This is an optimization exercise on Yosys and OpenROAD, whose aim is small area and a short achievable clock period, not a production implementation. The RTL was checked by simulation tests, not by an equivalence proof against the original design. Power and IR drop assume default switching activity.

File: design/flow/design.v
module pwl(
  input signed [13:0] x,
  input signed [13:0] x0,
  input signed [13:0] x1,
  input signed [13:0] x2,
  input signed [13:0] x3,
  input signed [13:0] x4,
  input signed [13:0] x5,
  input signed [13:0] x6,
  input signed [13:0] x7,
  input signed [13:0] x8,
  input signed [13:0] k0,
  input signed [13:0] k1,
  input signed [13:0] k2,
  input signed [13:0] k3,
  input signed [13:0] k4,
  input signed [13:0] k5,
  input signed [13:0] k6,
  input signed [13:0] k7,
  input signed [13:0] k8,
  input signed [13:0] k9,
  input signed [13:0] b0,
  input signed [13:0] b1,
  input signed [13:0] b2,
  input signed [13:0] b3,
  input signed [13:0] b4,
  input signed [13:0] b5,
  input signed [13:0] b6,
  input signed [13:0] b7,
  input signed [13:0] b8,
  input signed [13:0] b9,
  input clk,
  output reg signed [27:0] out
);
wire [8:0] ge;
wire [13:0] nx = ~x;
pwl_ge14 u_ge0(.nx(nx), .b(x0), .y(ge[0]));
pwl_ge14 u_ge1(.nx(nx), .b(x1), .y(ge[1]));
pwl_ge14 u_ge2(.nx(nx), .b(x2), .y(ge[2]));
pwl_ge14 u_ge3(.nx(nx), .b(x3), .y(ge[3]));
pwl_ge14 u_ge4(.nx(nx), .b(x4), .y(ge[4]));
pwl_ge14 u_ge5(.nx(nx), .b(x5), .y(ge[5]));
pwl_ge14 u_ge6(.nx(nx), .b(x6), .y(ge[6]));
pwl_ge14 u_ge7(.nx(nx), .b(x7), .y(ge[7]));
pwl_ge14 u_ge8(.nx(nx), .b(x8), .y(ge[8]));
wire [9:0] sel;
assign sel[0] = ~ge[8];
assign sel[1] = ge[8] & ~ge[7];
assign sel[2] = ge[7] & ~ge[6];
assign sel[3] = ge[6] & ~ge[5];
assign sel[4] = ge[5] & ~ge[4];
assign sel[5] = ge[4] & ~ge[3];
assign sel[6] = ge[3] & ~ge[2];
assign sel[7] = ge[2] & ~ge[1];
assign sel[8] = ge[1] & ~ge[0];
assign sel[9] = ge[0];
wire [27:0] kb_sel;
genvar g;
generate for (g = 0; g < 28; g = g + 1) begin : selb
  wire [9:0] d;
  if (g < 14) begin : kk
    assign d = {k9[g], k8[g], k7[g], k6[g], k5[g], k4[g], k3[g], k2[g], k1[g], k0[g]};
  end else begin : bb
    assign d = {b9[g-14], b8[g-14], b7[g-14], b6[g-14], b5[g-14], b4[g-14], b3[g-14], b2[g-14], b1[g-14], b0[g-14]};
  end
  pwl_sel10 u_sel(.s(sel), .d(d), .y(kb_sel[g]));
end endgenerate
wire [14:0] xe = {x, 1'b0};
wire [6:0] one_d, two_d, neg_d;
generate for (g = 0; g < 7; g = g + 1) begin : enc
  assign one_d[g] = xe[2*g+1] ^ xe[2*g];
  assign two_d[g] = (xe[2*g+2] & ~xe[2*g+1] & ~xe[2*g]) | (~xe[2*g+2] & xe[2*g+1] & xe[2*g]);
  assign neg_d[g] = xe[2*g+2];
end endgenerate
reg [13:0] k_r, b_r;
reg [6:0] one_r, two_r, neg_r;
always @(posedge clk) begin
  k_r <= kb_sel[13:0]; b_r <= kb_sel[27:14];
  one_r <= one_d; two_r <= two_d; neg_r <= neg_d;
end
wire pp0_0;
wire pp0_1;
wire pp0_2;
wire pp0_3;
wire pp0_4;
wire pp0_5;
wire pp0_6;
wire pp0_7;
wire pp0_8;
wire pp0_9;
wire pp0_10;
wire pp0_11;
wire pp0_12;
wire pp0_13;
wire pp0_14;
wire pp1_0;
wire pp1_1;
wire pp1_2;
wire pp1_3;
wire pp1_4;
wire pp1_5;
wire pp1_6;
wire pp1_7;
wire pp1_8;
wire pp1_9;
wire pp1_10;
wire pp1_11;
wire pp1_12;
wire pp1_13;
wire pp1_14;
wire pp2_0;
wire pp2_1;
wire pp2_2;
wire pp2_3;
wire pp2_4;
wire pp2_5;
wire pp2_6;
wire pp2_7;
wire pp2_8;
wire pp2_9;
wire pp2_10;
wire pp2_11;
wire pp2_12;
wire pp2_13;
wire pp2_14;
wire pp3_0;
wire pp3_1;
wire pp3_2;
wire pp3_3;
wire pp3_4;
wire pp3_5;
wire pp3_6;
wire pp3_7;
wire pp3_8;
wire pp3_9;
wire pp3_10;
wire pp3_11;
wire pp3_12;
wire pp3_13;
wire pp3_14;
wire pp4_0;
wire pp4_1;
wire pp4_2;
wire pp4_3;
wire pp4_4;
wire pp4_5;
wire pp4_6;
wire pp4_7;
wire pp4_8;
wire pp4_9;
wire pp4_10;
wire pp4_11;
wire pp4_12;
wire pp4_13;
wire pp4_14;
wire pp5_0;
wire pp5_1;
wire pp5_2;
wire pp5_3;
wire pp5_4;
wire pp5_5;
wire pp5_6;
wire pp5_7;
wire pp5_8;
wire pp5_9;
wire pp5_10;
wire pp5_11;
wire pp5_12;
wire pp5_13;
wire pp5_14;
wire pp6_0;
wire pp6_1;
wire pp6_2;
wire pp6_3;
wire pp6_4;
wire pp6_5;
wire pp6_6;
wire pp6_7;
wire pp6_8;
wire pp6_9;
wire pp6_10;
wire pp6_11;
wire pp6_12;
wire pp6_13;
wire pp6_14;
wire b13n;
wire n1;
wire n2;
wire n3;
wire n4;
wire n5;
wire n6;
wire n7;
wire s8, c9;
wire s10, c11;
wire s12, c13;
wire s14, c15;
wire s16, c17;
wire s18, c19;
wire s20, c21;
wire s22, c23;
wire s24, c25;
wire s26, c27;
wire s28, c29;
wire s30, c31;
wire s32, c33;
wire s34, c35;
wire s36, c37;
wire s38, c39;
wire s40, c41;
wire s42, c43;
wire s44, c45;
wire s46, c47;
wire s48, c49;
wire s50, c51;
wire s52, c53;
wire s54, c55;
wire s56, c57;
wire s58, c59;
wire s60, c61;
wire s62, c63;
wire s64, c65;
wire s66, c67;
wire s68, c69;
wire s70, c71;
wire s72, c73;
wire s74, c75;
wire s76, c77;
wire s78, c79;
wire s80, c81;
wire s82, c83;
wire s84, c85;
wire s86, c87;
wire s88, c89;
wire s90, c91;
wire s92, c93;
wire s94, c95;
wire s96, c97;
wire s98, c99;
wire s100, c101;
wire s102, c103;
wire s104, c105;
wire s106, c107;
wire s108, c109;
wire s110, c111;
wire s112, c113;
wire s114, c115;
wire s116, c117;
wire s118, c119;
wire s120, c121;
wire s122, c123;
wire s124, c125;
wire s126, c127;
wire s128, c129;
wire s130, c131;
wire s132, c133;
wire s134, c135;
wire s136, c137;
wire s138, c139;
wire s140, c141;
wire s142, c143;
wire s144, c145;
wire s146, c147;
wire s148, c149;
wire s150, c151;
wire s152, c153;
wire s154, c155;
wire s156, c157;
wire s158, c159;
wire s160, c161;
wire s162, c163;
wire s164, c165;
wire s166, c167;
wire s168, c169;
wire s170, c171;
wire s172, c173;
wire s174, c175;
wire s176, c177;
wire s178, c179;
wire s180, c181;
wire s182, c183;
wire s184, c185;
wire s186, c187;
wire s188, c189;
wire s190, c191;
wire s192, c193;
wire s194, c195;
wire s196, c197;
wire s198, c199;
wire s200, c201;
wire s202, c203;
wire s204, c205;
wire s206, c207;
wire s208, c209;
wire s210, c211;
wire s212, c213;
wire s214, c215;
wire s216, c217;
pwl_bpp0 u_pp0_0(.k1(k_r[0]), .one(one_r[0]), .neg(neg_r[0]), .y(pp0_0));
pwl_bpp u_pp0_1(.k1(k_r[1]), .k0(k_r[0]), .one(one_r[0]), .two(two_r[0]), .neg(neg_r[0]), .y(pp0_1));
pwl_bpp u_pp0_2(.k1(k_r[2]), .k0(k_r[1]), .one(one_r[0]), .two(two_r[0]), .neg(neg_r[0]), .y(pp0_2));
pwl_bpp u_pp0_3(.k1(k_r[3]), .k0(k_r[2]), .one(one_r[0]), .two(two_r[0]), .neg(neg_r[0]), .y(pp0_3));
pwl_bpp u_pp0_4(.k1(k_r[4]), .k0(k_r[3]), .one(one_r[0]), .two(two_r[0]), .neg(neg_r[0]), .y(pp0_4));
pwl_bpp u_pp0_5(.k1(k_r[5]), .k0(k_r[4]), .one(one_r[0]), .two(two_r[0]), .neg(neg_r[0]), .y(pp0_5));
pwl_bpp u_pp0_6(.k1(k_r[6]), .k0(k_r[5]), .one(one_r[0]), .two(two_r[0]), .neg(neg_r[0]), .y(pp0_6));
pwl_bpp u_pp0_7(.k1(k_r[7]), .k0(k_r[6]), .one(one_r[0]), .two(two_r[0]), .neg(neg_r[0]), .y(pp0_7));
pwl_bpp u_pp0_8(.k1(k_r[8]), .k0(k_r[7]), .one(one_r[0]), .two(two_r[0]), .neg(neg_r[0]), .y(pp0_8));
pwl_bpp u_pp0_9(.k1(k_r[9]), .k0(k_r[8]), .one(one_r[0]), .two(two_r[0]), .neg(neg_r[0]), .y(pp0_9));
pwl_bpp u_pp0_10(.k1(k_r[10]), .k0(k_r[9]), .one(one_r[0]), .two(two_r[0]), .neg(neg_r[0]), .y(pp0_10));
pwl_bpp u_pp0_11(.k1(k_r[11]), .k0(k_r[10]), .one(one_r[0]), .two(two_r[0]), .neg(neg_r[0]), .y(pp0_11));
pwl_bpp u_pp0_12(.k1(k_r[12]), .k0(k_r[11]), .one(one_r[0]), .two(two_r[0]), .neg(neg_r[0]), .y(pp0_12));
pwl_bpp u_pp0_13(.k1(k_r[13]), .k0(k_r[12]), .one(one_r[0]), .two(two_r[0]), .neg(neg_r[0]), .y(pp0_13));
pwl_bppn u_pp0_14(.k1(k_r[13]), .k0(k_r[13]), .one(one_r[0]), .two(two_r[0]), .neg(neg_r[0]), .y(pp0_14));
pwl_bpp0 u_pp1_0(.k1(k_r[0]), .one(one_r[1]), .neg(neg_r[1]), .y(pp1_0));
pwl_bpp u_pp1_1(.k1(k_r[1]), .k0(k_r[0]), .one(one_r[1]), .two(two_r[1]), .neg(neg_r[1]), .y(pp1_1));
pwl_bpp u_pp1_2(.k1(k_r[2]), .k0(k_r[1]), .one(one_r[1]), .two(two_r[1]), .neg(neg_r[1]), .y(pp1_2));
pwl_bpp u_pp1_3(.k1(k_r[3]), .k0(k_r[2]), .one(one_r[1]), .two(two_r[1]), .neg(neg_r[1]), .y(pp1_3));
pwl_bpp u_pp1_4(.k1(k_r[4]), .k0(k_r[3]), .one(one_r[1]), .two(two_r[1]), .neg(neg_r[1]), .y(pp1_4));
pwl_bpp u_pp1_5(.k1(k_r[5]), .k0(k_r[4]), .one(one_r[1]), .two(two_r[1]), .neg(neg_r[1]), .y(pp1_5));
pwl_bpp u_pp1_6(.k1(k_r[6]), .k0(k_r[5]), .one(one_r[1]), .two(two_r[1]), .neg(neg_r[1]), .y(pp1_6));
pwl_bpp u_pp1_7(.k1(k_r[7]), .k0(k_r[6]), .one(one_r[1]), .two(two_r[1]), .neg(neg_r[1]), .y(pp1_7));
pwl_bpp u_pp1_8(.k1(k_r[8]), .k0(k_r[7]), .one(one_r[1]), .two(two_r[1]), .neg(neg_r[1]), .y(pp1_8));
pwl_bpp u_pp1_9(.k1(k_r[9]), .k0(k_r[8]), .one(one_r[1]), .two(two_r[1]), .neg(neg_r[1]), .y(pp1_9));
pwl_bpp u_pp1_10(.k1(k_r[10]), .k0(k_r[9]), .one(one_r[1]), .two(two_r[1]), .neg(neg_r[1]), .y(pp1_10));
pwl_bpp u_pp1_11(.k1(k_r[11]), .k0(k_r[10]), .one(one_r[1]), .two(two_r[1]), .neg(neg_r[1]), .y(pp1_11));
pwl_bpp u_pp1_12(.k1(k_r[12]), .k0(k_r[11]), .one(one_r[1]), .two(two_r[1]), .neg(neg_r[1]), .y(pp1_12));
pwl_bpp u_pp1_13(.k1(k_r[13]), .k0(k_r[12]), .one(one_r[1]), .two(two_r[1]), .neg(neg_r[1]), .y(pp1_13));
pwl_bppn u_pp1_14(.k1(k_r[13]), .k0(k_r[13]), .one(one_r[1]), .two(two_r[1]), .neg(neg_r[1]), .y(pp1_14));
pwl_bpp0 u_pp2_0(.k1(k_r[0]), .one(one_r[2]), .neg(neg_r[2]), .y(pp2_0));
pwl_bpp u_pp2_1(.k1(k_r[1]), .k0(k_r[0]), .one(one_r[2]), .two(two_r[2]), .neg(neg_r[2]), .y(pp2_1));
pwl_bpp u_pp2_2(.k1(k_r[2]), .k0(k_r[1]), .one(one_r[2]), .two(two_r[2]), .neg(neg_r[2]), .y(pp2_2));
pwl_bpp u_pp2_3(.k1(k_r[3]), .k0(k_r[2]), .one(one_r[2]), .two(two_r[2]), .neg(neg_r[2]), .y(pp2_3));
pwl_bpp u_pp2_4(.k1(k_r[4]), .k0(k_r[3]), .one(one_r[2]), .two(two_r[2]), .neg(neg_r[2]), .y(pp2_4));
pwl_bpp u_pp2_5(.k1(k_r[5]), .k0(k_r[4]), .one(one_r[2]), .two(two_r[2]), .neg(neg_r[2]), .y(pp2_5));
pwl_bpp u_pp2_6(.k1(k_r[6]), .k0(k_r[5]), .one(one_r[2]), .two(two_r[2]), .neg(neg_r[2]), .y(pp2_6));
pwl_bpp u_pp2_7(.k1(k_r[7]), .k0(k_r[6]), .one(one_r[2]), .two(two_r[2]), .neg(neg_r[2]), .y(pp2_7));
pwl_bpp u_pp2_8(.k1(k_r[8]), .k0(k_r[7]), .one(one_r[2]), .two(two_r[2]), .neg(neg_r[2]), .y(pp2_8));
pwl_bpp u_pp2_9(.k1(k_r[9]), .k0(k_r[8]), .one(one_r[2]), .two(two_r[2]), .neg(neg_r[2]), .y(pp2_9));
pwl_bpp u_pp2_10(.k1(k_r[10]), .k0(k_r[9]), .one(one_r[2]), .two(two_r[2]), .neg(neg_r[2]), .y(pp2_10));
pwl_bpp u_pp2_11(.k1(k_r[11]), .k0(k_r[10]), .one(one_r[2]), .two(two_r[2]), .neg(neg_r[2]), .y(pp2_11));
pwl_bpp u_pp2_12(.k1(k_r[12]), .k0(k_r[11]), .one(one_r[2]), .two(two_r[2]), .neg(neg_r[2]), .y(pp2_12));
pwl_bpp u_pp2_13(.k1(k_r[13]), .k0(k_r[12]), .one(one_r[2]), .two(two_r[2]), .neg(neg_r[2]), .y(pp2_13));
pwl_bppn u_pp2_14(.k1(k_r[13]), .k0(k_r[13]), .one(one_r[2]), .two(two_r[2]), .neg(neg_r[2]), .y(pp2_14));
pwl_bpp0 u_pp3_0(.k1(k_r[0]), .one(one_r[3]), .neg(neg_r[3]), .y(pp3_0));
pwl_bpp u_pp3_1(.k1(k_r[1]), .k0(k_r[0]), .one(one_r[3]), .two(two_r[3]), .neg(neg_r[3]), .y(pp3_1));
pwl_bpp u_pp3_2(.k1(k_r[2]), .k0(k_r[1]), .one(one_r[3]), .two(two_r[3]), .neg(neg_r[3]), .y(pp3_2));
pwl_bpp u_pp3_3(.k1(k_r[3]), .k0(k_r[2]), .one(one_r[3]), .two(two_r[3]), .neg(neg_r[3]), .y(pp3_3));
pwl_bpp u_pp3_4(.k1(k_r[4]), .k0(k_r[3]), .one(one_r[3]), .two(two_r[3]), .neg(neg_r[3]), .y(pp3_4));
pwl_bpp u_pp3_5(.k1(k_r[5]), .k0(k_r[4]), .one(one_r[3]), .two(two_r[3]), .neg(neg_r[3]), .y(pp3_5));
pwl_bpp u_pp3_6(.k1(k_r[6]), .k0(k_r[5]), .one(one_r[3]), .two(two_r[3]), .neg(neg_r[3]), .y(pp3_6));
pwl_bpp u_pp3_7(.k1(k_r[7]), .k0(k_r[6]), .one(one_r[3]), .two(two_r[3]), .neg(neg_r[3]), .y(pp3_7));
pwl_bpp u_pp3_8(.k1(k_r[8]), .k0(k_r[7]), .one(one_r[3]), .two(two_r[3]), .neg(neg_r[3]), .y(pp3_8));
pwl_bpp u_pp3_9(.k1(k_r[9]), .k0(k_r[8]), .one(one_r[3]), .two(two_r[3]), .neg(neg_r[3]), .y(pp3_9));
pwl_bpp u_pp3_10(.k1(k_r[10]), .k0(k_r[9]), .one(one_r[3]), .two(two_r[3]), .neg(neg_r[3]), .y(pp3_10));
pwl_bpp u_pp3_11(.k1(k_r[11]), .k0(k_r[10]), .one(one_r[3]), .two(two_r[3]), .neg(neg_r[3]), .y(pp3_11));
pwl_bpp u_pp3_12(.k1(k_r[12]), .k0(k_r[11]), .one(one_r[3]), .two(two_r[3]), .neg(neg_r[3]), .y(pp3_12));
pwl_bpp u_pp3_13(.k1(k_r[13]), .k0(k_r[12]), .one(one_r[3]), .two(two_r[3]), .neg(neg_r[3]), .y(pp3_13));
pwl_bppn u_pp3_14(.k1(k_r[13]), .k0(k_r[13]), .one(one_r[3]), .two(two_r[3]), .neg(neg_r[3]), .y(pp3_14));
pwl_bpp0 u_pp4_0(.k1(k_r[0]), .one(one_r[4]), .neg(neg_r[4]), .y(pp4_0));
pwl_bpp u_pp4_1(.k1(k_r[1]), .k0(k_r[0]), .one(one_r[4]), .two(two_r[4]), .neg(neg_r[4]), .y(pp4_1));
pwl_bpp u_pp4_2(.k1(k_r[2]), .k0(k_r[1]), .one(one_r[4]), .two(two_r[4]), .neg(neg_r[4]), .y(pp4_2));
pwl_bpp u_pp4_3(.k1(k_r[3]), .k0(k_r[2]), .one(one_r[4]), .two(two_r[4]), .neg(neg_r[4]), .y(pp4_3));
pwl_bpp u_pp4_4(.k1(k_r[4]), .k0(k_r[3]), .one(one_r[4]), .two(two_r[4]), .neg(neg_r[4]), .y(pp4_4));
pwl_bpp u_pp4_5(.k1(k_r[5]), .k0(k_r[4]), .one(one_r[4]), .two(two_r[4]), .neg(neg_r[4]), .y(pp4_5));
pwl_bpp u_pp4_6(.k1(k_r[6]), .k0(k_r[5]), .one(one_r[4]), .two(two_r[4]), .neg(neg_r[4]), .y(pp4_6));
pwl_bpp u_pp4_7(.k1(k_r[7]), .k0(k_r[6]), .one(one_r[4]), .two(two_r[4]), .neg(neg_r[4]), .y(pp4_7));
pwl_bpp u_pp4_8(.k1(k_r[8]), .k0(k_r[7]), .one(one_r[4]), .two(two_r[4]), .neg(neg_r[4]), .y(pp4_8));
pwl_bpp u_pp4_9(.k1(k_r[9]), .k0(k_r[8]), .one(one_r[4]), .two(two_r[4]), .neg(neg_r[4]), .y(pp4_9));
pwl_bpp u_pp4_10(.k1(k_r[10]), .k0(k_r[9]), .one(one_r[4]), .two(two_r[4]), .neg(neg_r[4]), .y(pp4_10));
pwl_bpp u_pp4_11(.k1(k_r[11]), .k0(k_r[10]), .one(one_r[4]), .two(two_r[4]), .neg(neg_r[4]), .y(pp4_11));
pwl_bpp u_pp4_12(.k1(k_r[12]), .k0(k_r[11]), .one(one_r[4]), .two(two_r[4]), .neg(neg_r[4]), .y(pp4_12));
pwl_bpp u_pp4_13(.k1(k_r[13]), .k0(k_r[12]), .one(one_r[4]), .two(two_r[4]), .neg(neg_r[4]), .y(pp4_13));
pwl_bppn u_pp4_14(.k1(k_r[13]), .k0(k_r[13]), .one(one_r[4]), .two(two_r[4]), .neg(neg_r[4]), .y(pp4_14));
pwl_bpp0 u_pp5_0(.k1(k_r[0]), .one(one_r[5]), .neg(neg_r[5]), .y(pp5_0));
pwl_bpp u_pp5_1(.k1(k_r[1]), .k0(k_r[0]), .one(one_r[5]), .two(two_r[5]), .neg(neg_r[5]), .y(pp5_1));
pwl_bpp u_pp5_2(.k1(k_r[2]), .k0(k_r[1]), .one(one_r[5]), .two(two_r[5]), .neg(neg_r[5]), .y(pp5_2));
pwl_bpp u_pp5_3(.k1(k_r[3]), .k0(k_r[2]), .one(one_r[5]), .two(two_r[5]), .neg(neg_r[5]), .y(pp5_3));
pwl_bpp u_pp5_4(.k1(k_r[4]), .k0(k_r[3]), .one(one_r[5]), .two(two_r[5]), .neg(neg_r[5]), .y(pp5_4));
pwl_bpp u_pp5_5(.k1(k_r[5]), .k0(k_r[4]), .one(one_r[5]), .two(two_r[5]), .neg(neg_r[5]), .y(pp5_5));
pwl_bpp u_pp5_6(.k1(k_r[6]), .k0(k_r[5]), .one(one_r[5]), .two(two_r[5]), .neg(neg_r[5]), .y(pp5_6));
pwl_bpp u_pp5_7(.k1(k_r[7]), .k0(k_r[6]), .one(one_r[5]), .two(two_r[5]), .neg(neg_r[5]), .y(pp5_7));
pwl_bpp u_pp5_8(.k1(k_r[8]), .k0(k_r[7]), .one(one_r[5]), .two(two_r[5]), .neg(neg_r[5]), .y(pp5_8));
pwl_bpp u_pp5_9(.k1(k_r[9]), .k0(k_r[8]), .one(one_r[5]), .two(two_r[5]), .neg(neg_r[5]), .y(pp5_9));
pwl_bpp u_pp5_10(.k1(k_r[10]), .k0(k_r[9]), .one(one_r[5]), .two(two_r[5]), .neg(neg_r[5]), .y(pp5_10));
pwl_bpp u_pp5_11(.k1(k_r[11]), .k0(k_r[10]), .one(one_r[5]), .two(two_r[5]), .neg(neg_r[5]), .y(pp5_11));
pwl_bpp u_pp5_12(.k1(k_r[12]), .k0(k_r[11]), .one(one_r[5]), .two(two_r[5]), .neg(neg_r[5]), .y(pp5_12));
pwl_bpp u_pp5_13(.k1(k_r[13]), .k0(k_r[12]), .one(one_r[5]), .two(two_r[5]), .neg(neg_r[5]), .y(pp5_13));
pwl_bppn u_pp5_14(.k1(k_r[13]), .k0(k_r[13]), .one(one_r[5]), .two(two_r[5]), .neg(neg_r[5]), .y(pp5_14));
pwl_bpp0 u_pp6_0(.k1(k_r[0]), .one(one_r[6]), .neg(neg_r[6]), .y(pp6_0));
pwl_bpp u_pp6_1(.k1(k_r[1]), .k0(k_r[0]), .one(one_r[6]), .two(two_r[6]), .neg(neg_r[6]), .y(pp6_1));
pwl_bpp u_pp6_2(.k1(k_r[2]), .k0(k_r[1]), .one(one_r[6]), .two(two_r[6]), .neg(neg_r[6]), .y(pp6_2));
pwl_bpp u_pp6_3(.k1(k_r[3]), .k0(k_r[2]), .one(one_r[6]), .two(two_r[6]), .neg(neg_r[6]), .y(pp6_3));
pwl_bpp u_pp6_4(.k1(k_r[4]), .k0(k_r[3]), .one(one_r[6]), .two(two_r[6]), .neg(neg_r[6]), .y(pp6_4));
pwl_bpp u_pp6_5(.k1(k_r[5]), .k0(k_r[4]), .one(one_r[6]), .two(two_r[6]), .neg(neg_r[6]), .y(pp6_5));
pwl_bpp u_pp6_6(.k1(k_r[6]), .k0(k_r[5]), .one(one_r[6]), .two(two_r[6]), .neg(neg_r[6]), .y(pp6_6));
pwl_bpp u_pp6_7(.k1(k_r[7]), .k0(k_r[6]), .one(one_r[6]), .two(two_r[6]), .neg(neg_r[6]), .y(pp6_7));
pwl_bpp u_pp6_8(.k1(k_r[8]), .k0(k_r[7]), .one(one_r[6]), .two(two_r[6]), .neg(neg_r[6]), .y(pp6_8));
pwl_bpp u_pp6_9(.k1(k_r[9]), .k0(k_r[8]), .one(one_r[6]), .two(two_r[6]), .neg(neg_r[6]), .y(pp6_9));
pwl_bpp u_pp6_10(.k1(k_r[10]), .k0(k_r[9]), .one(one_r[6]), .two(two_r[6]), .neg(neg_r[6]), .y(pp6_10));
pwl_bpp u_pp6_11(.k1(k_r[11]), .k0(k_r[10]), .one(one_r[6]), .two(two_r[6]), .neg(neg_r[6]), .y(pp6_11));
pwl_bpp u_pp6_12(.k1(k_r[12]), .k0(k_r[11]), .one(one_r[6]), .two(two_r[6]), .neg(neg_r[6]), .y(pp6_12));
pwl_bpp u_pp6_13(.k1(k_r[13]), .k0(k_r[12]), .one(one_r[6]), .two(two_r[6]), .neg(neg_r[6]), .y(pp6_13));
pwl_bppn u_pp6_14(.k1(k_r[13]), .k0(k_r[13]), .one(one_r[6]), .two(two_r[6]), .neg(neg_r[6]), .y(pp6_14));
assign b13n = ~b_r[13];
assign n1 = ~b13n;
assign n2 = ~pp6_3;
assign n3 = ~pp6_5;
assign n4 = ~pp6_7;
assign n5 = ~pp6_9;
assign n6 = ~pp6_11;
assign n7 = ~pp6_13;
pwl_fa u_s8(.a(neg_r[0]), .b(b_r[0]), .c(pp0_0), .s(s8), .co(c9));
pwl_fa u_s10(.a(b_r[1]), .b(pp0_1), .c(c9), .s(s10), .co(c11));
pwl_fa u_s12(.a(neg_r[1]), .b(b_r[2]), .c(pp0_2), .s(s12), .co(c13));
pwl_fa u_s14(.a(pp1_0), .b(s12), .c(c11), .s(s14), .co(c15));
pwl_fa u_s16(.a(b_r[3]), .b(pp0_3), .c(pp1_1), .s(s16), .co(c17));
pwl_fa u_s18(.a(c13), .b(s16), .c(c15), .s(s18), .co(c19));
pwl_fa u_s20(.a(neg_r[2]), .b(b_r[4]), .c(pp0_4), .s(s20), .co(c21));
pwl_fa u_s22(.a(pp1_2), .b(pp2_0), .c(c17), .s(s22), .co(c23));
pwl_ha u_s24(.a(s20), .b(s22), .s(s24), .co(c25));
pwl_fa u_s26(.a(b_r[5]), .b(pp0_5), .c(pp1_3), .s(s26), .co(c27));
pwl_fa u_s28(.a(pp2_1), .b(c21), .c(s26), .s(s28), .co(c29));
pwl_fa u_s30(.a(c23), .b(s28), .c(c25), .s(s30), .co(c31));
pwl_fa u_s32(.a(neg_r[3]), .b(b_r[6]), .c(pp0_6), .s(s32), .co(c33));
pwl_fa u_s34(.a(pp1_4), .b(pp2_2), .c(pp3_0), .s(s34), .co(c35));
pwl_fa u_s36(.a(c27), .b(s32), .c(s34), .s(s36), .co(c37));
pwl_ha u_s38(.a(c29), .b(s36), .s(s38), .co(c39));
pwl_fa u_s40(.a(b_r[7]), .b(pp0_7), .c(pp1_5), .s(s40), .co(c41));
pwl_fa u_s42(.a(pp2_3), .b(pp3_1), .c(c33), .s(s42), .co(c43));
pwl_fa u_s44(.a(c35), .b(s40), .c(c37), .s(s44), .co(c45));
pwl_fa u_s46(.a(s42), .b(c39), .c(s44), .s(s46), .co(c47));
pwl_fa u_s48(.a(neg_r[4]), .b(b_r[8]), .c(pp0_8), .s(s48), .co(c49));
pwl_fa u_s50(.a(pp1_6), .b(pp2_4), .c(pp3_2), .s(s50), .co(c51));
pwl_fa u_s52(.a(pp4_0), .b(c41), .c(s48), .s(s52), .co(c53));
pwl_fa u_s54(.a(s50), .b(c43), .c(s52), .s(s54), .co(c55));
pwl_ha u_s56(.a(c45), .b(s54), .s(s56), .co(c57));
pwl_fa u_s58(.a(b_r[9]), .b(pp0_9), .c(pp1_7), .s(s58), .co(c59));
pwl_fa u_s60(.a(pp2_5), .b(pp3_3), .c(pp4_1), .s(s60), .co(c61));
pwl_fa u_s62(.a(c49), .b(c51), .c(s58), .s(s62), .co(c63));
pwl_fa u_s64(.a(s60), .b(c53), .c(s62), .s(s64), .co(c65));
pwl_ha u_s66(.a(c55), .b(s64), .s(s66), .co(c67));
pwl_fa u_s68(.a(neg_r[5]), .b(b_r[10]), .c(pp0_10), .s(s68), .co(c69));
pwl_fa u_s70(.a(pp1_8), .b(pp2_6), .c(pp3_4), .s(s70), .co(c71));
pwl_fa u_s72(.a(pp4_2), .b(pp5_0), .c(c59), .s(s72), .co(c73));
pwl_fa u_s74(.a(c61), .b(s68), .c(s70), .s(s74), .co(c75));
pwl_fa u_s76(.a(c63), .b(s72), .c(s74), .s(s76), .co(c77));
pwl_ha u_s78(.a(c65), .b(s76), .s(s78), .co(c79));
pwl_fa u_s80(.a(b_r[11]), .b(pp0_11), .c(pp1_9), .s(s80), .co(c81));
pwl_fa u_s82(.a(pp2_7), .b(pp3_5), .c(pp4_3), .s(s82), .co(c83));
pwl_fa u_s84(.a(pp5_1), .b(c69), .c(c71), .s(s84), .co(c85));
pwl_fa u_s86(.a(s80), .b(s82), .c(c73), .s(s86), .co(c87));
pwl_fa u_s88(.a(c75), .b(s84), .c(s86), .s(s88), .co(c89));
pwl_ha u_s90(.a(c77), .b(c79), .s(s90), .co(c91));
pwl_fa u_s92(.a(neg_r[6]), .b(b_r[12]), .c(pp0_12), .s(s92), .co(c93));
pwl_fa u_s94(.a(pp1_10), .b(pp2_8), .c(pp3_6), .s(s94), .co(c95));
pwl_fa u_s96(.a(pp4_4), .b(pp5_2), .c(pp6_0), .s(s96), .co(c97));
pwl_fa u_s98(.a(c81), .b(c83), .c(s92), .s(s98), .co(c99));
pwl_fa u_s100(.a(s94), .b(s96), .c(c85), .s(s100), .co(c101));
pwl_fa u_s102(.a(s98), .b(c87), .c(s100), .s(s102), .co(c103));
pwl_ha u_s104(.a(c89), .b(s102), .s(s104), .co(c105));
pwl_fa u_s106(.a(n1), .b(pp0_13), .c(pp1_11), .s(s106), .co(c107));
pwl_fa u_s108(.a(pp2_9), .b(pp3_7), .c(pp4_5), .s(s108), .co(c109));
pwl_fa u_s110(.a(pp5_3), .b(pp6_1), .c(c93), .s(s110), .co(c111));
pwl_fa u_s112(.a(c95), .b(c97), .c(s106), .s(s112), .co(c113));
pwl_fa u_s114(.a(s108), .b(c99), .c(s110), .s(s114), .co(c115));
pwl_fa u_s116(.a(s112), .b(c101), .c(s114), .s(s116), .co(c117));
pwl_ha u_s118(.a(c103), .b(s116), .s(s118), .co(c119));
pwl_fa u_s120(.a(b13n), .b(pp0_14), .c(pp1_12), .s(s120), .co(c121));
pwl_fa u_s122(.a(pp2_10), .b(pp3_8), .c(pp4_6), .s(s122), .co(c123));
pwl_fa u_s124(.a(pp5_4), .b(pp6_2), .c(c107), .s(s124), .co(c125));
pwl_fa u_s126(.a(c109), .b(s120), .c(s122), .s(s126), .co(c127));
pwl_fa u_s128(.a(c111), .b(c113), .c(s124), .s(s128), .co(c129));
pwl_fa u_s130(.a(s126), .b(c115), .c(s128), .s(s130), .co(c131));
pwl_ha u_s132(.a(c117), .b(s130), .s(s132), .co(c133));
pwl_fa u_s134(.a(pp1_13), .b(pp2_11), .c(pp3_9), .s(s134), .co(c135));
pwl_fa u_s136(.a(pp4_7), .b(pp5_5), .c(n2), .s(s136), .co(c137));
pwl_fa u_s138(.a(c121), .b(c123), .c(s134), .s(s138), .co(c139));
pwl_fa u_s140(.a(s136), .b(c125), .c(c127), .s(s140), .co(c141));
pwl_fa u_s142(.a(s138), .b(c129), .c(s140), .s(s142), .co(c143));
pwl_ha u_s144(.a(c131), .b(s142), .s(s144), .co(c145));
pwl_fa u_s146(.a(pp1_14), .b(pp2_12), .c(pp3_10), .s(s146), .co(c147));
pwl_fa u_s148(.a(pp4_8), .b(pp5_6), .c(pp6_4), .s(s148), .co(c149));
pwl_fa u_s150(.a(pp6_3), .b(c135), .c(s146), .s(s150), .co(c151));
pwl_fa u_s152(.a(s148), .b(c137), .c(c139), .s(s152), .co(c153));
pwl_fa u_s154(.a(s150), .b(c141), .c(s152), .s(s154), .co(c155));
pwl_ha u_s156(.a(c143), .b(s154), .s(s156), .co(c157));
pwl_fa u_s158(.a(pp2_13), .b(pp3_11), .c(pp4_9), .s(s158), .co(c159));
pwl_fa u_s160(.a(pp5_7), .b(n3), .c(c147), .s(s160), .co(c161));
pwl_fa u_s162(.a(c149), .b(s158), .c(c151), .s(s162), .co(c163));
pwl_fa u_s164(.a(s160), .b(c153), .c(s162), .s(s164), .co(c165));
pwl_ha u_s166(.a(c155), .b(s164), .s(s166), .co(c167));
pwl_fa u_s168(.a(pp2_14), .b(pp3_12), .c(pp4_10), .s(s168), .co(c169));
pwl_fa u_s170(.a(pp5_8), .b(pp6_6), .c(pp6_5), .s(s170), .co(c171));
pwl_fa u_s172(.a(c159), .b(s168), .c(s170), .s(s172), .co(c173));
pwl_fa u_s174(.a(c161), .b(s172), .c(c163), .s(s174), .co(c175));
pwl_ha u_s176(.a(c165), .b(s174), .s(s176), .co(c177));
pwl_fa u_s178(.a(pp3_13), .b(pp4_11), .c(pp5_9), .s(s178), .co(c179));
pwl_fa u_s180(.a(n4), .b(c169), .c(c171), .s(s180), .co(c181));
pwl_fa u_s182(.a(s178), .b(c173), .c(s180), .s(s182), .co(c183));
pwl_ha u_s184(.a(s182), .b(c175), .s(s184), .co(c185));
pwl_fa u_s186(.a(pp3_14), .b(pp4_12), .c(pp5_10), .s(s186), .co(c187));
pwl_fa u_s188(.a(pp6_8), .b(pp6_7), .c(c179), .s(s188), .co(c189));
pwl_fa u_s190(.a(s186), .b(c181), .c(s188), .s(s190), .co(c191));
pwl_ha u_s192(.a(c183), .b(s190), .s(s192), .co(c193));
pwl_fa u_s194(.a(pp4_13), .b(pp5_11), .c(n5), .s(s194), .co(c195));
pwl_fa u_s196(.a(c187), .b(s194), .c(c189), .s(s196), .co(c197));
pwl_ha u_s198(.a(c191), .b(s196), .s(s198), .co(c199));
pwl_fa u_s200(.a(pp4_14), .b(pp5_12), .c(pp6_10), .s(s200), .co(c201));
pwl_fa u_s202(.a(pp6_9), .b(s200), .c(c195), .s(s202), .co(c203));
pwl_ha u_s204(.a(s202), .b(c197), .s(s204), .co(c205));
pwl_fa u_s206(.a(pp5_13), .b(n6), .c(c201), .s(s206), .co(c207));
pwl_ha u_s208(.a(s206), .b(c203), .s(s208), .co(c209));
pwl_fa u_s210(.a(pp5_14), .b(pp6_12), .c(pp6_11), .s(s210), .co(c211));
pwl_fa u_s212(.a(s210), .b(c207), .c(c209), .s(s212), .co(c213));
pwl_ha u_s214(.a(n7), .b(c211), .s(s214), .co(c215));
pwl_fa u_s216(.a(pp6_14), .b(pp6_13), .c(c215), .s(s216), .co(c217));
reg [46:0] r2;
always @(posedge clk) r2 <= {c217, s216, s214, c213, s212, s208, c205, s204, c199, s198, c193, s192, c185, s184, c177, s176, c167, s166, c157, s156, c145, s144, c133, s132, c119, s118, c105, s104, c91, s90, s88, s78, c67, s66, c57, s56, c47, s46, s38, c31, s30, s24, c19, s18, s14, s10, s8};
wire cs226, cc227;
pwl_ha u_cs226(.a(r2[4]), .b(r2[5]), .s(cs226), .co(cc227));
wire cs230, cc231;
pwl_ha u_cs230(.a(r2[7]), .b(r2[8]), .s(cs230), .co(cc231));
wire cs232, cc233;
pwl_ha u_cs232(.a(r2[9]), .b(cc231), .s(cs232), .co(cc233));
wire cs234, cc235;
pwl_fa u_cs234(.a(r2[10]), .b(r2[11]), .c(cc233), .s(cs234), .co(cc235));
wire cs236, cc237;
pwl_fa u_cs236(.a(r2[12]), .b(r2[13]), .c(cc235), .s(cs236), .co(cc237));
wire cs238, cc239;
pwl_fa u_cs238(.a(r2[14]), .b(r2[15]), .c(cc237), .s(cs238), .co(cc239));
wire cin240 = cc227;
wire cin241 = cc239 | ((r2[6] & cs230 & cs232 & cs234 & cs236 & cs238) & cin240);
wire cs242, cc243;
pwl_ha u_cs242(.a(r2[16]), .b(r2[17]), .s(cs242), .co(cc243));
wire cs244, cc245;
pwl_fa u_cs244(.a(r2[18]), .b(r2[19]), .c(cc243), .s(cs244), .co(cc245));
wire cs246, cc247;
pwl_fa u_cs246(.a(r2[20]), .b(r2[21]), .c(cc245), .s(cs246), .co(cc247));
wire cs248, cc249;
pwl_fa u_cs248(.a(r2[22]), .b(r2[23]), .c(cc247), .s(cs248), .co(cc249));
wire cs250, cc251;
pwl_fa u_cs250(.a(r2[24]), .b(r2[25]), .c(cc249), .s(cs250), .co(cc251));
wire cs252, cc253;
pwl_fa u_cs252(.a(r2[26]), .b(r2[27]), .c(cc251), .s(cs252), .co(cc253));
wire cin254 = cin241;
wire cin255 = cc253 | ((cs242 & cs244 & cs246 & cs248 & cs250 & cs252) & cin254);
wire cs256, cc257;
pwl_ha u_cs256(.a(r2[28]), .b(r2[29]), .s(cs256), .co(cc257));
wire cs258, cc259;
pwl_fa u_cs258(.a(r2[30]), .b(r2[31]), .c(cc257), .s(cs258), .co(cc259));
wire cs260, cc261;
pwl_fa u_cs260(.a(r2[32]), .b(r2[33]), .c(cc259), .s(cs260), .co(cc261));
wire cs262, cc263;
pwl_fa u_cs262(.a(r2[34]), .b(r2[35]), .c(cc261), .s(cs262), .co(cc263));
wire cs264, cc265;
pwl_fa u_cs264(.a(r2[36]), .b(r2[37]), .c(cc263), .s(cs264), .co(cc265));
wire cs266, cc267;
pwl_fa u_cs266(.a(r2[38]), .b(r2[39]), .c(cc265), .s(cs266), .co(cc267));
wire cin268 = cin255;
wire cin269 = cc267 | ((cs256 & cs258 & cs260 & cs262 & cs264 & cs266) & cin268);
wire cs270, cc271;
pwl_ha u_cs270(.a(r2[40]), .b(r2[41]), .s(cs270), .co(cc271));
wire cs272, cc273;
pwl_ha u_cs272(.a(r2[42]), .b(cc271), .s(cs272), .co(cc273));
wire cs274, cc275;
pwl_fa u_cs274(.a(r2[43]), .b(r2[44]), .c(cc273), .s(cs274), .co(cc275));
wire cs276, cc277;
pwl_ha u_cs276(.a(r2[45]), .b(cc275), .s(cs276), .co(cc277));
wire cs278;
assign cs278 = ~(r2[46] ^ cc277);
wire cin280 = cin269;
wire cin281 = 1'b0 | ((cs270 & cs272 & cs274 & cs276 & cs278) & cin280);
wire [27:0] res = {(cs278 ^ (cin280 & cs270 & cs272 & cs274 & cs276)), (cs276 ^ (cin280 & cs270 & cs272 & cs274)), (cs274 ^ (cin280 & cs270 & cs272)), (cs272 ^ (cin280 & cs270)), (cs270 ^ (cin280)), (cs266 ^ (cin268 & cs256 & cs258 & cs260 & cs262 & cs264)), (cs264 ^ (cin268 & cs256 & cs258 & cs260 & cs262)), (cs262 ^ (cin268 & cs256 & cs258 & cs260)), (cs260 ^ (cin268 & cs256 & cs258)), (cs258 ^ (cin268 & cs256)), (cs256 ^ (cin268)), (cs252 ^ (cin254 & cs242 & cs244 & cs246 & cs248 & cs250)), (cs250 ^ (cin254 & cs242 & cs244 & cs246 & cs248)), (cs248 ^ (cin254 & cs242 & cs244 & cs246)), (cs246 ^ (cin254 & cs242 & cs244)), (cs244 ^ (cin254 & cs242)), (cs242 ^ (cin254)), (cs238 ^ (cin240 & r2[6] & cs230 & cs232 & cs234 & cs236)), (cs236 ^ (cin240 & r2[6] & cs230 & cs232 & cs234)), (cs234 ^ (cin240 & r2[6] & cs230 & cs232)), (cs232 ^ (cin240 & r2[6] & cs230)), (cs230 ^ (cin240 & r2[6])), (r2[6] ^ (cin240)), cs226, r2[3], r2[2], r2[1], r2[0]};
always @(posedge clk) out <= res;
endmodule
module pwl_ge14(input [13:0] nx, input [13:0] b, output y);
  wire [13:0] g, p;
  assign g[12:0] = ~(nx[12:0] | b[12:0]);
  assign p[12:0] = ~(nx[12:0] & b[12:0]);
  assign g[13] = nx[13] & b[13];
  assign p[13] = nx[13] | b[13];
  wire g10 = g[1] | (p[1] & p[0]);
  wire g32 = g[3] | (p[3] & g[2]);  wire p32 = p[3] & p[2];
  wire g54 = g[5] | (p[5] & g[4]);  wire p54 = p[5] & p[4];
  wire g76 = g[7] | (p[7] & g[6]);  wire p76 = p[7] & p[6];
  wire g98 = g[9] | (p[9] & g[8]);  wire p98 = p[9] & p[8];
  wire gba = g[11] | (p[11] & g[10]); wire pba = p[11] & p[10];
  wire gdc = g[13] | (p[13] & g[12]); wire pdc = p[13] & p[12];
  wire g3_0 = g32 | (p32 & g10);
  wire g7_4 = g76 | (p76 & g54); wire p7_4 = p76 & p54;
  wire gb_8 = gba | (pba & g98); wire pb_8 = pba & p98;
  wire g7_0 = g7_4 | (p7_4 & g3_0);
  wire gd_8 = gdc | (pdc & gb_8); wire pd_8 = pdc & pb_8;
  assign y = gd_8 | (pd_8 & g7_0);
endmodule
module pwl_sel10(input [9:0] s, input [9:0] d, output y);
  wire n0, n1, n2, n3;
  pwl_aoi222 u0(.s(s[2:0]), .d(d[2:0]), .yn(n0));
  pwl_aoi222 u1(.s(s[5:3]), .d(d[5:3]), .yn(n1));
  pwl_aoi222 u2(.s(s[8:6]), .d(d[8:6]), .yn(n2));
  assign n3 = ~(s[9] & d[9]);
  assign y = ~(n0 & n1 & n2 & n3);
endmodule
module pwl_aoi222(input [2:0] s, input [2:0] d, output yn);
  assign yn = ~((s[0] & d[0]) | (s[1] & d[1]) | (s[2] & d[2]));
endmodule
module pwl_bpp(input k1, input k0, input one, input two, input neg, output y);
  assign y = ((one & k1) | (two & k0)) ^ neg;
endmodule
module pwl_bpp0(input k1, input one, input neg, output y);
  assign y = (one & k1) ^ neg;
endmodule
module pwl_bppn(input k1, input k0, input one, input two, input neg, output y);
  assign y = ~(((one & k1) | (two & k0)) ^ neg);
endmodule
module pwl_fa(input a, input b, input c, output s, output co);
  assign s = a ^ b ^ c;
  assign co = (a & b) | (a & c) | (b & c);
endmodule
module pwl_ha(input a, input b, output s, output co);
  assign s = a ^ b;
  assign co = a & b;
endmodule
module pwl_ha1(input a, input b, output s, output co);
  assign s = ~(a ^ b);
  assign co = a | b;
endmodule
module pwl_ha_nn(input a, input b, output s, output co);
  assign s = a ^ b;
  assign co = ~(a | b);
endmodule
module pwl_ha_pn(input a, input b, output s, output co);
  assign s = a ^ b;
  assign co = a & ~b;
endmodule
File: design/flow/flow/run.sh
#!/bin/bash
# Standard ORFS layout (the standard.sh) with these changes:
#  - port buffers use sky130_fd_sc_hd__buf_1 instead of the resizer's default choice;
#  - buffers left by synthesis are removed at floorplan (repair_design re-buffers as needed);
#  - before floorplan every combinational cell is swapped for the smallest-area cell of the
#    same function (flow/downsize.tcl); later timing/design repair upsizes where needed;
#  - clock tree synthesis adds no dummy loads.
set -euo pipefail
here=$(pwd)
cat >> config.mk <<EOC
export BUFFER_PORTS_ARGS = -buffer_cell sky130_fd_sc_hd__buf_1
export REMOVE_ABC_BUFFERS = 1
export CTS_ARGS = -sink_clustering_enable -repair_clock_nets -dont_use_dummy_load -buf_list "sky130_fd_sc_hd__clkbuf_4 sky130_fd_sc_hd__clkbuf_8"
export PRE_FLOORPLAN_TCL = $here/flow/downsize.tcl
EOC
bash standard.sh > standard_flow.log 2>&1
File: design/flow/flow/downsize.tcl
# Replace each combinational cell with the smallest-area cell of the same function
# (same name stem, other drive strength). Registers, adders and tie cells are kept.
set n 0
set saved 0.0
foreach inst [get_cells *] {
  set cell [get_lib_cells -of_objects $inst]
  set ref [get_name $cell]
  if {![regexp {^(sky130_fd_sc_hd__[a-z0-9]+)_([0-9]+)$} $ref -> stem drive]} { continue }
  if {[regexp {__(df|dl|sdf|edf|fa|ha|conb|tap|clk|fill|decap|diode)} $stem]} { continue }
  set best $ref
  set best_area [get_property $cell area]
  foreach cand [get_lib_cells ${stem}_*] {
    set cname [get_name $cand]
    if {![regexp "^${stem}_\[0-9\]+\$" $cname]} { continue }
    set a [get_property $cand area]
    if {$a < $best_area - 1e-6} { set best $cname; set best_area $a }
  }
  if {$best ne $ref} {
    set saved [expr {$saved + [get_property $cell area] - $best_area}]
    replace_cell $inst $best
    incr n
  }
}
puts "downsize: replaced $n cells, saved [format %.1f $saved] um2"
File: design/flow/standard.sh
#!/bin/bash
# synth_recipe.tcl (not shown) runs the flow's synth.tcl, then flattens the netlist and writes it again
# the make line also repeats each setting of config.mk as NAME=value (left out here)
make -C /OpenROAD-flow-scripts/flow DESIGN_CONFIG=/design/flow/config.mk WORK_HOME=/design/flow/orfs CLKGATE_MAP_FILE= SYNTH_SCRIPT=/design/flow/synth_recipe.tcl "${@:-finish}"
File: design/flow/config.mk
export PLATFORM = sky130hd
export DESIGN_NAME = pwl
export DESIGN_NICKNAME = pwl
export VERILOG_FILES = /design/flow/design.v
export SDC_FILE = /design/flow/constraint.sdc
export NUM_CORES = 4
export LEC_CHECK = 0
export CAP_MARGIN = 20
export CORE_MARGIN = 2
export CORE_UTILIZATION = 55
export CTS_BUF_LIST = sky130_fd_sc_hd__clkbuf_4 sky130_fd_sc_hd__clkbuf_8
export PLACE_DENSITY = 0.7
export SETUP_SLACK_MARGIN = 5
export SLEW_MARGIN = 20
export SYNTH_HIERARCHICAL = 1
export BUFFER_PORTS_ARGS = -buffer_cell sky130_fd_sc_hd__buf_1
export REMOVE_ABC_BUFFERS = 1
export CTS_ARGS = -sink_clustering_enable -repair_clock_nets -dont_use_dummy_load -buf_list "sky130_fd_sc_hd__clkbuf_4 sky130_fd_sc_hd__clkbuf_8"
export PRE_FLOORPLAN_TCL = /design/flow/flow/downsize.tcl
File: design/flow/constraint.sdc
create_clock -name core_clock -period 9.0 [get_ports {clk}]
set_input_delay 1.8000 -clock core_clock [delete_from_list [all_inputs] [get_ports {clk}]]
set_output_delay 1.8000 -clock core_clock [all_outputs]
set_load 0.01 [all_outputs]
==> results of run 1 <==
==> cells in the final DEF, fill, tap and decap left out, types with 10 or more instances in the layout <==
master      instances
buf_1             435
a22oi_1           125
dfxtp_1           122
xnor2_1            99
a222oi_1           93
fa_1               92
nand2_1            79
buf_4              71
o21ai_0            39
ha_1               38
nand4_1            31
a21oi_1            25
clkinvlp_4         24
nor2_1             23
o22ai_1            18
clkbuf_8           17
xor2_1             16
nand3_1            15
buf_6              15
a211oi_1           11
buf_12             11
diode_2            10
==> per-layer routing <==
layer | GRT usage, % | up-vias
met5 | 0 | -
met4 | 27.07 | 10
met3 | 34.67 | 457
met2 | 77.54 | 1628
met1 | 69.31 | 6217
li1 | - | 5107
==> repair_timing <==
| action | in CTS | in global routing |
|---|---|---|
| endpoints found under the setup margin | 33 | 31 |
| setup buffers | 46 | 32 |
| gates cloned | 15 | 2 |
| gates resized for setup | 81 | 75 |
| pin swaps | 19 | 34 |
==> power by group through the flow <==
| stage | Combinational, mW | Sequential, mW | Clock (mW) |
|---|---|---|---|
| detailed placement | 2.47 | 1.02 | 0 |
| CTS | 2.63 | 1.01 | 0.363 |
| global route | 3.09 | 1.05 | 0.385 |
| global placement | 2.23 | 1.01 | 0 |
| finish | 3.00 | 1.04 | 0.371 |
| floorplan | 1.40 | 0.999 | 0 |
==> final timing paths <==
path,slack (ns),from,to,cells after the start
max,4.71,x[7],k_r[11],10
min,0.33,r2[0],out[0],0
max reg2reg,4.84,r2[28],out[27],15
min reg2reg,0.33,r2[0],out[0],0
==> through the flow <==
| step | utilization (%) | total power [mW] | hold slack, ns |
|---|---|---|---|
| after detailed placement | 67.52 | 3.486 | 0.3132 |
| final | 76.56 | 4.409 | 0.3347 |
| after global routing | 76.48 | 4.520 | 0.3400 |
| after floorplan | - | 2.402 | 0.3096 |
| after CTS | 73.13 | 4.006 | 0.3176 |
| after global placement | 67.46 | 3.241 | 0.3150 |
==> final cells by class <==
cell class                      count  area (um^2)  area share [%]
Timing Repair Buffer              543         2700           19.77
Antenna cell                       10        25.02          0.1832
Sequential cell                   124         2485           18.19
Tap cell                          229        286.5           2.098
Clock buffer                       17        234.0           1.713
Multi-Input combinational cell    827         7701           56.38
Timing Repair inverter             12        85.08          0.6229
Inverter                           24        142.6           1.044
==> state kept, by name (all words and copies together) (netlist names) <==
signal,cells
out,28
two_r,7
one_r,7
b_r,14
r2,47
k_r,14
neg_r,7
==> critical path: stages <==
cell and delay [ns]:
buf_12 0.08, clkinvlp_4 0.13, buf_6 0.17, a222oi_1 0.57, o21ai_1 0.19, nor2_2 0.26
o21a_1 0.25, nor2b_4 0.09, a222oi_1 0.85, nand4_1 0.18
==> tab_implementation.tex, run 1 <==
\begin{tabular}{lr}
\hline
Metric & Value \\
\hline
\multicolumn{2}{l}{\textbf{Place}} \\
\quad Routability-driven placement congestion ratio & 1.111 \\
\quad Standard cell area after detailed placement & 12050 um\^{}2 \\
\quad Post-detail-place hpwl & 41.05 mm \\
\quad Number of I/O port buffers & 448 \\
\quad Pre-CTS WS & 3.768 ns \\
\quad Instance count after placement with tap cells included & 1664 \\
\multicolumn{2}{l}{\textbf{Worst setup path}} \\
\quad CP startpoint kind & primary input \\
\quad Arrival time of data at the critical path endpoint & 4.57 ns \\
\quad Crit end category & flip-flop \\
\quad Crit Path Class & in2reg \\
\quad CP Data Required Time & 9.29 ns \\
\quad Crit-path max FO & 7 \\
\multicolumn{2}{l}{\textbf{Clock network}} \\
\quad Number of buffers on the longest clock path & 2 \\
\quad Post-CTS Hold Fix Bufs & 0 \\
\quad TritonCTS buffer count & 17 \\
\quad Clock Latency Late Sink & 0.46 ns \\
\quad Clock sink count & 124 \\
\quad Root buffer cell & clkbuf\_8 \\
\quad TritonCTS clock tree & yes \\
\quad Clock transition at the registers of the reported paths & 0.08 ns \\
\quad H-Tree Level Count & 4 \\
\multicolumn{2}{l}{\textbf{Outcome}} \\
\quad Status & complete, no violations \\
\multicolumn{2}{l}{\textbf{Global routing}} \\
\quad Global-route wire length before repair & 79.68 mm \\
\quad Via count of the first global-routing pass & 12660 \\
\quad GR Overflow Total & 0 \\
\quad Initial antenna violation count & 11 \\
\quad Largest net degree at the start of global routing & 27 \\
\quad GRT Resource Usage Total & 56.31\% \\
\multicolumn{2}{l}{\textbf{Pwr}} \\
\quad Switching component of the power & 2.087 mW \\
\quad Switching Share & 47.33\% \\
\quad Share of power burned in combinational logic & 68.0\% \\
\quad Leakage power summed over all cells & 4.882 nW \\
\quad P\_int & 2.323 mW \\
\quad Areal power density over the cells & 322.8 nW/um\^{}2 \\
\quad Clk network pwr share & 8.4\% \\
\quad Seq pwr share & 23.6\% \\
\quad Worst voltage drop across the vdd grid & 316.8 uV \\
\multicolumn{2}{l}{\textbf{Route}} \\
\quad Ratio of routed vias to standard cells & 7.513 \\
\quad Wirelength per Cell & 32.59 um \\
\quad Routed length on met1 & 18.91 mm \\
\quad Final routed DRC violation total & 0 \\
\quad DR WL met2 & 22.95 mm \\
\quad Violation count after the first detailed-route iteration & 3412 \\
\quad Met3 WL post-DR & 11.89 mm \\
\quad Antenna Violating Nets Remaining & 0 \\
\quad Highest signal layer in the routed design & met5 \\
\quad Total number of vias & 13420 \\
\quad First-pass iteration count of the detailed router & 12 \\
\quad Sum of routed wire length over all layers & 58.20 mm \\
\multicolumn{2}{l}{\textbf{Die}} \\
\quad Die width & 138.5 um \\
\quad Number of standard-cell rows in the floorplan & 49 \\
\quad Area enclosed by the die boundary & 19170 um\^{}2 \\
\quad Core area & 17840 um\^{}2 \\
\quad Starting Density & 55.73\% \\
\quad Vertical die dimension & 138.5 um \\
\quad I/O Pins & 449 \\
\multicolumn{2}{l}{\textbf{STA}} \\
\quad Final worst-path cycle share & 47.64\% \\
\quad Fmax achieved & 0.2333 GHz \\
\quad Final-report max-slew violation count & 0 \\
\quad Final setup violation count & 0 \\
\quad Number of hold-slack violations in the final timing report & 0 \\
\quad Worst-case setup margin in the final layout & 4.713 ns \\
\quad Relative slew margins & 20.68\% \\
\quad Worst-margin pin slew & 1.188 ns \\
\quad RSZ-0062 raised after global routing & true \\
\quad Clock skew & 0.04171 ns \\
\quad Final period demand of the worst path & 4.287 ns \\
\quad Setup TNS & 0 ns \\
\multicolumn{2}{l}{\textbf{Flow run}} \\
\quad Total of max-cap violations & 0 \\
\multicolumn{2}{l}{\textbf{Finish}} \\
\quad Layout fillers & 1246 \\
\quad Post-route cell area & 13660 um\^{}2 \\
\quad Fraction of final layout cells with drive strength greater than 1 & 13.70\% \\
\quad Non-Filler Instances & 1786 \\
\quad Net count, final & 2116 \\
\multicolumn{2}{l}{\textbf{Logic synthesis}} \\
\quad Yosys Warn Count & 7 \\
\quad Synthesized netlist cell count & 973 \\
\multicolumn{2}{l}{\textbf{Hold path}} \\
\quad Hold WC Path Type & reg2reg \\
\hline
\end{tabular}
==> run 2: changes to the inputs <==
--- a/design/flow/config.mk
+++ b/design/flow/config.mk
@@ -7,9 +7,8 @@
 export LEC_CHECK = 0
 export CAP_MARGIN = 20
 export CORE_MARGIN = 2
-export CORE_UTILIZATION = 55
+export CORE_UTILIZATION = 40
 export CTS_BUF_LIST = sky130_fd_sc_hd__clkbuf_4 sky130_fd_sc_hd__clkbuf_8
-export PLACE_DENSITY = 0.7
 export SETUP_SLACK_MARGIN = 5
 export SLEW_MARGIN = 20
 export SYNTH_HIERARCHICAL = 1
==> tab_implementation.tex, run 2 <==
\begin{tabular}{lr}
\hline
Metric & Value \\
\hline
\multicolumn{2}{l}{\textbf{Outcome}} \\
\quad Status & complete, no violations \\
\multicolumn{2}{l}{\textbf{Die}} \\
\quad Number of standard-cell rows in the floorplan & 57 (+16\%) \\
\quad Area enclosed by the die boundary & 26130 um\^{}2 (+36\%) \\
\quad Starting Density & 40.76\% (-15 points) \\
\quad I/O Pins & 449 (unchanged) \\
\quad Core area & 24390 um\^{}2 (+37\%) \\
\quad Vertical die dimension & 161.7 um (+17\%) \\
\quad Die width & 161.7 um (+17\%) \\
\multicolumn{2}{l}{\textbf{Worst setup path}} \\
\quad Slowest cell on the critical path & a222oi\_1 \\
\quad Reg2Reg Launch Point & r2[28] \\
\quad Register-to-register path setup slack & 4.97 ns (+0.13 ns) \\
\quad Worst setup path startpoint & x[9] \\
\quad End of the critical path & k\_r[0] \\
\quad CP startpoint kind & primary input \\
\quad Worst flop-to-flop path endpoint & out[27] \\
\quad Arrival time of data at the critical path endpoint & 4.33 ns (-0.24 ns) \\
\quad Crit-path max FO & 28 (+21) \\
\quad Highest cell delay on the worst timing path & 0.61 ns (-0.24 ns) \\
\quad Crit end category & flip-flop \\
\quad FF-to-FF path depth & 16 (+1) \\
\quad CP Data Required Time & 9.27 ns (-0.02 ns) \\
\quad Crit Path Class & in2reg \\
\quad Cell-by-cell listing of the critical path & buf\_1 > clkinvlp\_4 > buf\_4 > buf\_4 > a21oi\_1 > a21oi\_1 > a32oi\_1 > o21a\_1 > nor2b\_2 > buf\_6 > a222oi\_1 > nand4\_1 \\
\multicolumn{2}{l}{\textbf{Place}} \\
\quad Routability-driven placement congestion ratio & 1.024 (-7.8\%) \\
\quad Standard cell area after detailed placement & 12150 um\^{}2 (+0.84\%) \\
\quad Post-detail-place hpwl & 38.86 mm (-5.3\%) \\
\quad Number of I/O port buffers & 448 (unchanged) \\
\multicolumn{2}{l}{\textbf{Pwr}} \\
\quad Areal power density over the cells & 302.0 nW/um\^{}2 (-6.4\%) \\
\quad Design Power & 3.928 mW (-11\%) \\
\quad Worst voltage drop across the vdd grid & 174.1 uV (-45\%) \\
\quad Leakage power summed over all cells & 4.542 nW (-7.0\%) \\
\multicolumn{2}{l}{\textbf{Clock network}} \\
\quad H-Tree Level Count & 4 (unchanged) \\
\quad Root buffer cell & clkbuf\_8 \\
\quad Clock Latency Late Sink & 0.46 ns (about the same) \\
\quad TritonCTS buffer count & 17 (unchanged) \\
\quad Number of buffers on the longest clock path & 2 (unchanged) \\
\quad Clock transition at the registers of the reported paths & 0.08 ns (about the same) \\
\quad TritonCTS clock tree & yes \\
\quad Clock sink count & 124 (unchanged) \\
\multicolumn{2}{l}{\textbf{Finish}} \\
\quad Fraction of final layout cells with drive strength greater than 1 & 8.957\% (-4.7 points) \\
\quad Net count, final & 2065 (-2.4\%) \\
\quad Largest register by flop count & r2 \\
\quad Commonest non-fill, non-tap cell in the layout & buf\_1 \\
\quad Top library cells by usage in the layout, fill and taps aside & 437 x buf\_1, 125 x a22oi\_1, 123 x dfxtp\_1 \\
\quad Post-route cell area & 13000 um\^{}2 (-4.8\%) \\
\quad Number of flip-flops in the largest register & 47 (unchanged) \\
\quad Top Registers & r2: 47 flops, out: 28 flops \\
\quad Share of the core filled with cells & 53.31\% (-23 points) \\
\multicolumn{2}{l}{\textbf{Global routing}} \\
\quad Via count of the first global-routing pass & 11170 (-12\%) \\
\quad Initial antenna violation count & 10 (-1) \\
\quad Global-route wire length before repair & 70.79 mm (-11\%) \\
\quad Largest net degree at the start of global routing & 30 (+11\%) \\
\quad GRT Resource Usage Total & 36.80\% (-20 points) \\
\quad GR Overflow Total & 0 (unchanged) \\
\multicolumn{2}{l}{\textbf{STA}} \\
\quad RSZ-0062 raised after global routing & true \\
\quad Final setup violation count & 0 (unchanged) \\
\quad Final worst-path cycle share & 45.10\% (-2.5 points) \\
\quad Fmax achieved & 0.2464 GHz (+5.6\%) \\
\quad Clock skew & 0.04388 ns (+0.002170 ns) \\
\quad Post-route worst hold slack & 0.3321 ns (-0.002614 ns) \\
\quad Relative slew margins & 25.16\% (+4.5 points) \\
\quad Worst-margin pin slew & 1.121 ns (-0.06698 ns) \\
\quad Number of hold-slack violations in the final timing report & 0 (unchanged) \\
\quad Final-report max-slew violation count & 0 (unchanged) \\
\quad Setup TNS & 0 ns (unchanged) \\
\quad Final period demand of the worst path & 4.059 ns (-0.2283 ns) \\
\multicolumn{2}{l}{\textbf{Route}} \\
\quad Final routed DRC violation total & 0 (unchanged) \\
\quad Ratio of routed vias to standard cells & 6.406 (-15\%) \\
\quad Antenna Violating Nets Remaining & 0 (unchanged) \\
\quad Sum of routed wire length over all layers & 50.00 mm (-14\%) \\
\quad Total number of vias & 11720 (-13\%) \\
\quad Violation count after the first detailed-route iteration & 2015 (-41\%) \\
\quad First-pass iteration count of the detailed router & 10 (-2) \\
\quad Wirelength per Cell & 27.32 um (-16\%) \\
\multicolumn{2}{l}{\textbf{Logic synthesis}} \\
\quad Synthesized netlist cell count & 973 (unchanged) \\
\quad Yosys Warn Count & 7 (unchanged) \\
\multicolumn{2}{l}{\textbf{Hold path}} \\
\quad Hold WC Path Type & reg2reg \\
\quad Hold wc startpoint & r2[1] \\
\multicolumn{2}{l}{\textbf{Flow run}} \\
\quad Total of max-cap violations & 0 (unchanged) \\
\hline
\end{tabular}
[run 2: metrics by stage]
stage	setup slack, ns	instances
after floorplan	4.350	973
after global placement	4.178	1758
after detailed placement	4.055	1758
after CTS	4.993	1801
after global routing	4.851	1827
final	4.941	1830
[run 2: final cells by class]
cell class | instances | area, um^2
Fill cell | 2364 | 11390
Timing Repair Buffer | 497 | 2122
Multi-Input combinational cell | 825 | 7530
Inverter | 24 | 138.9
Tap cell | 324 | 405.4
Antenna cell | 10 | 25.02
Timing Repair inverter | 9 | 65.06
Sequential cell | 124 | 2484
Clock buffer | 17 | 234.0
[run 2: worst min-delay path by stage]
stage	to	slack [ns]	depth (start not counted)
2_1_floorplan	out[0]	0.31	0
3_3_place_gp	out[1]	0.31	0
3_5_place_dp	out[1]	0.31	0
4_1_cts	out[3]	0.33	0
5_1_grt	out[1]	0.33	0
6_report	out[1]	0.33	0
[run 2: repair_timing]
item | CTS | global route
setup buffers | 19 | 17
hold buffers | 0 | 0
setup endpoints to repair | 31 | 30
gates cloned | 7 | 2
resized for setup | 30 | 52
pin swaps | 3 | 14
[run 2: per-layer routing]
| layer | up-vias | part of all wire, % | track usage (%) |
|---|---|---|---|
| met5 | - | 0.022 | 0 |
| met1 | 5661 | 41 | 50.80 |
| met4 | 2 | 3.6 | 13.35 |
| li1 | 5005 | - | - |
| met3 | 154 | 12 | 10.93 |
| met2 | 901 | 43 | 54.84 |
[run 2: report_power, final]
part / switching, mW / internal [mW]
combinational: 1.39 / 1.16
clock: 0.198 / 0.166
sequential: 0.187 / 0.828
[run 2: worst max-delay path, delay by kind of cell]
family | cells | cell delay [ns]
AOI/OAI and AO/OA | 5 | 1.30
buffers and inverters | 5 | 0.96
and+or+nand+nor | 2 | 0.24

-- static timing again, ports no longer ideal --
The results above use ideal ports. As a check the final layouts listed here were re-extracted and re-timed, cells and wires unchanged. Step 1 (the two cells are an assumption about what drives the block):
set clk [get_ports {clk}]
set_driving_cell -lib_cell sky130_fd_sc_hd__clkbuf_16 $clk
set_driving_cell -lib_cell sky130_fd_sc_hd__buf_2 [delete_from_list [all_inputs] $clk]
Step 2 times the ports against the registers' clock, not the clock port: input delays grow and output delays shrink by t, the midpoint of the rising clock arrivals with the driver on. a / b / c = no drivers / after step 1 / after step 2; a / b = the first two.
| run | t (ns) | slack for setup (ns) | hold WS [ns] | worst register clock-pin slew, ns | pins driven straight from the clock port |
|---|---|---|---|---|---|
| run 1 | 0.489 | 4.713 / 4.689 / 4.200 | 0.335 / 0.335 / 0.335 | 0.08 / 0.08 | 1 |
| run 2 | 0.477 | 4.941 / 4.957 / 4.480 | 0.332 / 0.332 / 0.332 | 0.10 / 0.10 | 1 |
After both steps setup and hold are still met in every run listed. The setup slack of run 1, which loses most, moves by -0.024 ns with the drivers and by -0.513 ns with both steps.
